From an optimization exercise on the open Yosys and OpenROAD flow, aimed at small area and a short achievable clock period; shortcuts taken in it are not production practice. Only simulation tests tie the RTL to the original design; equivalence was not proved. Power figures rest on the tool's default switching activity, not on a simulated workload.

== pepper ==
Design int_exec, start of the top module:
module int_exec (
    input  logic        clk,
    input  logic        rst,
    input  logic        flush,
    input  logic [1:0]  alu_valid,
    input  logic [11:0] alu_prd,
    input  logic [63:0] alu_src1,
    input  logic [63:0] alu_src2,
    input  logic [7:0]  alu_control,
    input  logic [3:0]  alu_src_sel,
    input  logic [63:0] alu_imm,
    input  logic [9:0]  alu_shamt,
    input  logic [1:0]  alu_reg_write,
    input  logic [63:0] alu_pc,
    input  logic [63:0] alu_pc_plus_4,
    input  logic [13:0] alu_rob_idx,
    output logic [1:0]  alu_available,
    output logic [1:0]  alu_result_valid,
    output logic [11:0] alu_result_prd,
    output logic [63:0] alu_result_data,
    output logic [13:0] alu_result_rob_idx,
    input  logic        mul_valid,
    input  logic [5:0]  mul_prd,
    input  logic [31:0] mul_src1,
    input  logic [31:0] mul_src2,
    input  logic        mul_signed_op,
    input  logic [6:0]  mul_rob_idx,
    output logic        mul_available,
    output logic        mul_result_valid,
    output logic [5:0]  mul_result_prd,
    output logic [31:0] mul_result_data,
    output logic [6:0]  mul_result_rob_idx,
    input  logic        div_valid,
    input  logic [5:0]  div_prd,
    input  logic [31:0] div_src1,
    input  logic [31:0] div_src2,
    input  logic        div_signed_op,
    input  logic        div_remainder,
    input  logic [6:0]  div_rob_idx,
    output logic        div_available,
    output logic        div_result_valid,
    output logic [5:0]  div_result_prd,
    output logic [31:0] div_result_data,
    output logic [6:0]  div_result_rob_idx
);
For scale: about 5200 cells after synthesis, roughly 470 flip-flops.
make LEC_CHECK=0 ABC_AREA=1 CAP_MARGIN=20 CORE_MARGIN=2 CORE_UTILIZATION=40 SLEW_MARGIN=20 finish   # period 90.0 ns
run.sh (not shown) runs the stock make flow with config.mk's settings and CLKGATE_MAP_FILE= SYNTH_SCRIPT=/design/flow/synth_recipe.tcl, a recipe that flattens the netlist after the stock synthesis.
In summary, pepper completed successfully, with a layout that passed the timing, DRC and antenna checks.
--- input diff pepper..tundra ---
Settings: a change of CORE_UTILIZATION from 40 to 60.
==> flow/flow/run.sh (new file) <==
#!/bin/bash
set -euo pipefail
bash standard.sh \
    "BUFFER_PORTS_ARGS=-buffer_cell sky130_fd_sc_hd__buf_1" \
    "CTS_ARGS=-sink_clustering_enable -repair_clock_nets -buf_list sky130_fd_sc_hd__clkbuf_4 -dont_use_dummy_load" \
    SETUP_SLACK_MARGIN=${SETUP_MARGIN:-68.5} finish > flow_make.log 2>&1
==> flow/standard.sh (new file) <==
#!/bin/bash
# synth_recipe.tcl (not shown) runs the flow's synth.tcl, then flattens the netlist and writes it again
# the make line also repeats each setting of config.mk as NAME=value (left out here)
make -C /OpenROAD-flow-scripts/flow DESIGN_CONFIG=/design/flow/config.mk WORK_HOME=/design/flow/orfs CLKGATE_MAP_FILE= SYNTH_SCRIPT=/design/flow/synth_recipe.tcl "${@:-finish}"
removed: flow/run.sh
==> comparison <==
tundra: sequential share of layout area is 1.9 points higher than what pepper reported. Delta (tundra minus pepper): final clock period utilization by the worst path now sits lower, count of inserted antenna diode cells now sits lower, routed wire length now sits lower.
Input changes introduced in onyx (baseline for comparison: tundra):
Settings: CORE_UTILIZATION changed from 60 to 40; CTS_BUF_LIST newly set to sky130_fd_sc_hd__clkbuf_4.
==> flow/flow/run.sh <==
#!/bin/bash
set -euo pipefail
bash standard.sh "BUFFER_PORTS_ARGS=-buffer_cell sky130_fd_sc_hd__buf_1" \
    SETUP_SLACK_MARGIN=${SETUP_MARGIN:-67} finish > flow_make.log 2>&1
--- outcome ---
Taking tundra as the reference, in onyx worst setup margin went down, portion of total power attributed to combinational logic went down 3.7 points, initial core utilization shrank by 21 points, count of placed standard cells in the final layout, fillers left out climbed about 7%. Going from tundra to onyx, path length in cells of the critical path shrank by about 11%; global-route wire length before repair grew by about 6%. Status: sequential power parity (onyx, tundra). Met3 demand-to-capacity share in global routing, onyx and tundra: lower on onyx. Higher post-layout minimum cycle time goes to onyx over tundra. tundra vs onyx, cell with the largest stage delay on the worst path: sky130_fd_sc_hd__fa_2 vs sky130_fd_sc_hd__a221oi_4. Looking at routed wire length across onyx and tundra, the one that comes out higher is onyx.


Setup of run 1:
int_exec, a different RTL version from the one above (not shown whole).
For scale: ~5200 cells after synthesis, ~470 flip-flops, roughly 720 I/O pins.
==> flow/config.mk <==
export PLATFORM = sky130hd
export DESIGN_NAME = int_exec
export DESIGN_NICKNAME = int_exec
export VERILOG_FILES = /design/flow/design.v
export SDC_FILE = /design/flow/constraint.sdc
export NUM_CORES = 4
export LEC_CHECK = 0
export ABC_AREA = 1
export CAP_MARGIN = 20
export CORE_MARGIN = 2
export CORE_UTILIZATION = 60
export SLEW_MARGIN = 20
==> flow/constraint.sdc <==
create_clock -name core_clock -period 90.0 [get_ports {clk}]
set_input_delay 18.0000 -clock core_clock [delete_from_list [all_inputs] [get_ports {clk}]]
set_output_delay 18.0000 -clock core_clock [all_outputs]
set_load 0.01 [all_outputs]
standard.sh (not shown) runs the stock make flow with config.mk's settings and CLKGATE_MAP_FILE= SYNTH_SCRIPT=/design/flow/synth_recipe.tcl, a recipe that flattens the netlist after the stock synthesis.
==> flow/flow/run.sh <==
#!/bin/bash
set -euo pipefail
bash standard.sh \
    "BUFFER_PORTS_ARGS=-buffer_cell sky130_fd_sc_hd__buf_1" \
    "CTS_ARGS=-sink_clustering_enable -repair_clock_nets -buf_list sky130_fd_sc_hd__clkbuf_4 -dont_use_dummy_load" \
    SETUP_SLACK_MARGIN=${SETUP_MARGIN:-68.5} finish > flow_make.log 2>&1
Setup changes, run 1 to run 2
-- flow/flow/run.sh --
<<< run 1, line 6
    SETUP_SLACK_MARGIN=${SETUP_MARGIN:-68.5} finish > flow_make.log 2>&1
>>> run 2, line 6
    SETUP_SLACK_MARGIN=${SETUP_MARGIN:-69} finish > flow_make.log 2>&1
Notes after the runs:
- Between run 2 and run 1, it is run 2 whose number of DRC violations after detailed-routing iteration 0 is higher, by 83.
- Worst ir drop on vdd, run 2 vs run 1: up by a few percent
- Number of placed instances, taps included essentially unchanged between run 2 and run 1.
- Compared with run 1, final cell count without fillers in run 2 increased slightly.
- In the flow results for run 1 and run 2, the fraction of power consumed by sequential logic is smaller on run 1.
- Internal power component, run 1 and run 2, higher one = run 1.
- Transition time at the pin with the least slew margin, run 1 and run 2, higher one = run 2.
- A slowest stage cell on the critical path of fa_1 is what run 1 shows, while fa_2 belongs to run 2.
- Taking run 1 as the reference, in run 2 die footprint saw little to no change; register-to-register slack saw a decrease; net switching power of the design saw a decrease.
[inputs] run 3 vs run 2
-- flow/flow/run.sh --
<<< run 2, line 5
    "CTS_ARGS=-sink_clustering_enable -repair_clock_nets -buf_list sky130_fd_sc_hd__clkbuf_4 -dont_use_dummy_load" \
>>> run 3, line 5
    "CTS_ARGS=-sink_clustering_enable -repair_clock_nets -buf_list sky130_fd_sc_hd__clkbuf_4 -dont_use_dummy_load -sink_clustering_size 8 -sink_clustering_max_diameter 40" \
[summary]
- Compared with run 2, in run 3 number of stages on the worst setup path went down by 4, sequential share of layout area essentially unchanged, number of nets in the final layout has decreased, total iterations of the first detailed-routing run higher.
- Comparing run 3 with run 2, the placer congestion estimate came out essentially unchanged.
- Run 3 vs run 2, library cell contributing the largest single delay on the critical path: fa_1 vs fa_2

## static timing again, ports no longer ideal
In the flow no input, the clock included, has a driving cell. The finished layouts below were timed again as built, in two steps.
Step 1 sets driving cells, clkbuf_16 on the clock port and buf_2 on the other inputs (assumed; they add their load-dependent delay and slew).
Step 2 times the ports against the registers' clock, not the clock port: input delays grow and output delays shrink by t, the midpoint of the rising clock arrivals with the driver on.
a / b / c = ideal ports / drivers / drivers and shift; a / b = the first two.
run	t, ns	setup WS [ns]	worst setup path after step 2
pepper	0.704	64.675 / 64.687 / 63.983	input to register
tundra	0.893	67.936 / 67.936 / 67.043	input to register
onyx	1.049	67.128 / 67.155 / 66.106	input to register
run 1	0.909	68.656 / 68.689 / 67.779	input to register
run 2	0.943	69.054 / 69.067 / 68.124	input to register
run 3	0.868	69.030 / 69.064 / 68.196	input to register
After both steps setup and hold are still met in every run listed. The setup slack of onyx, which loses most, moves by +0.027 ns with the drivers and by -1.022 ns with both steps.
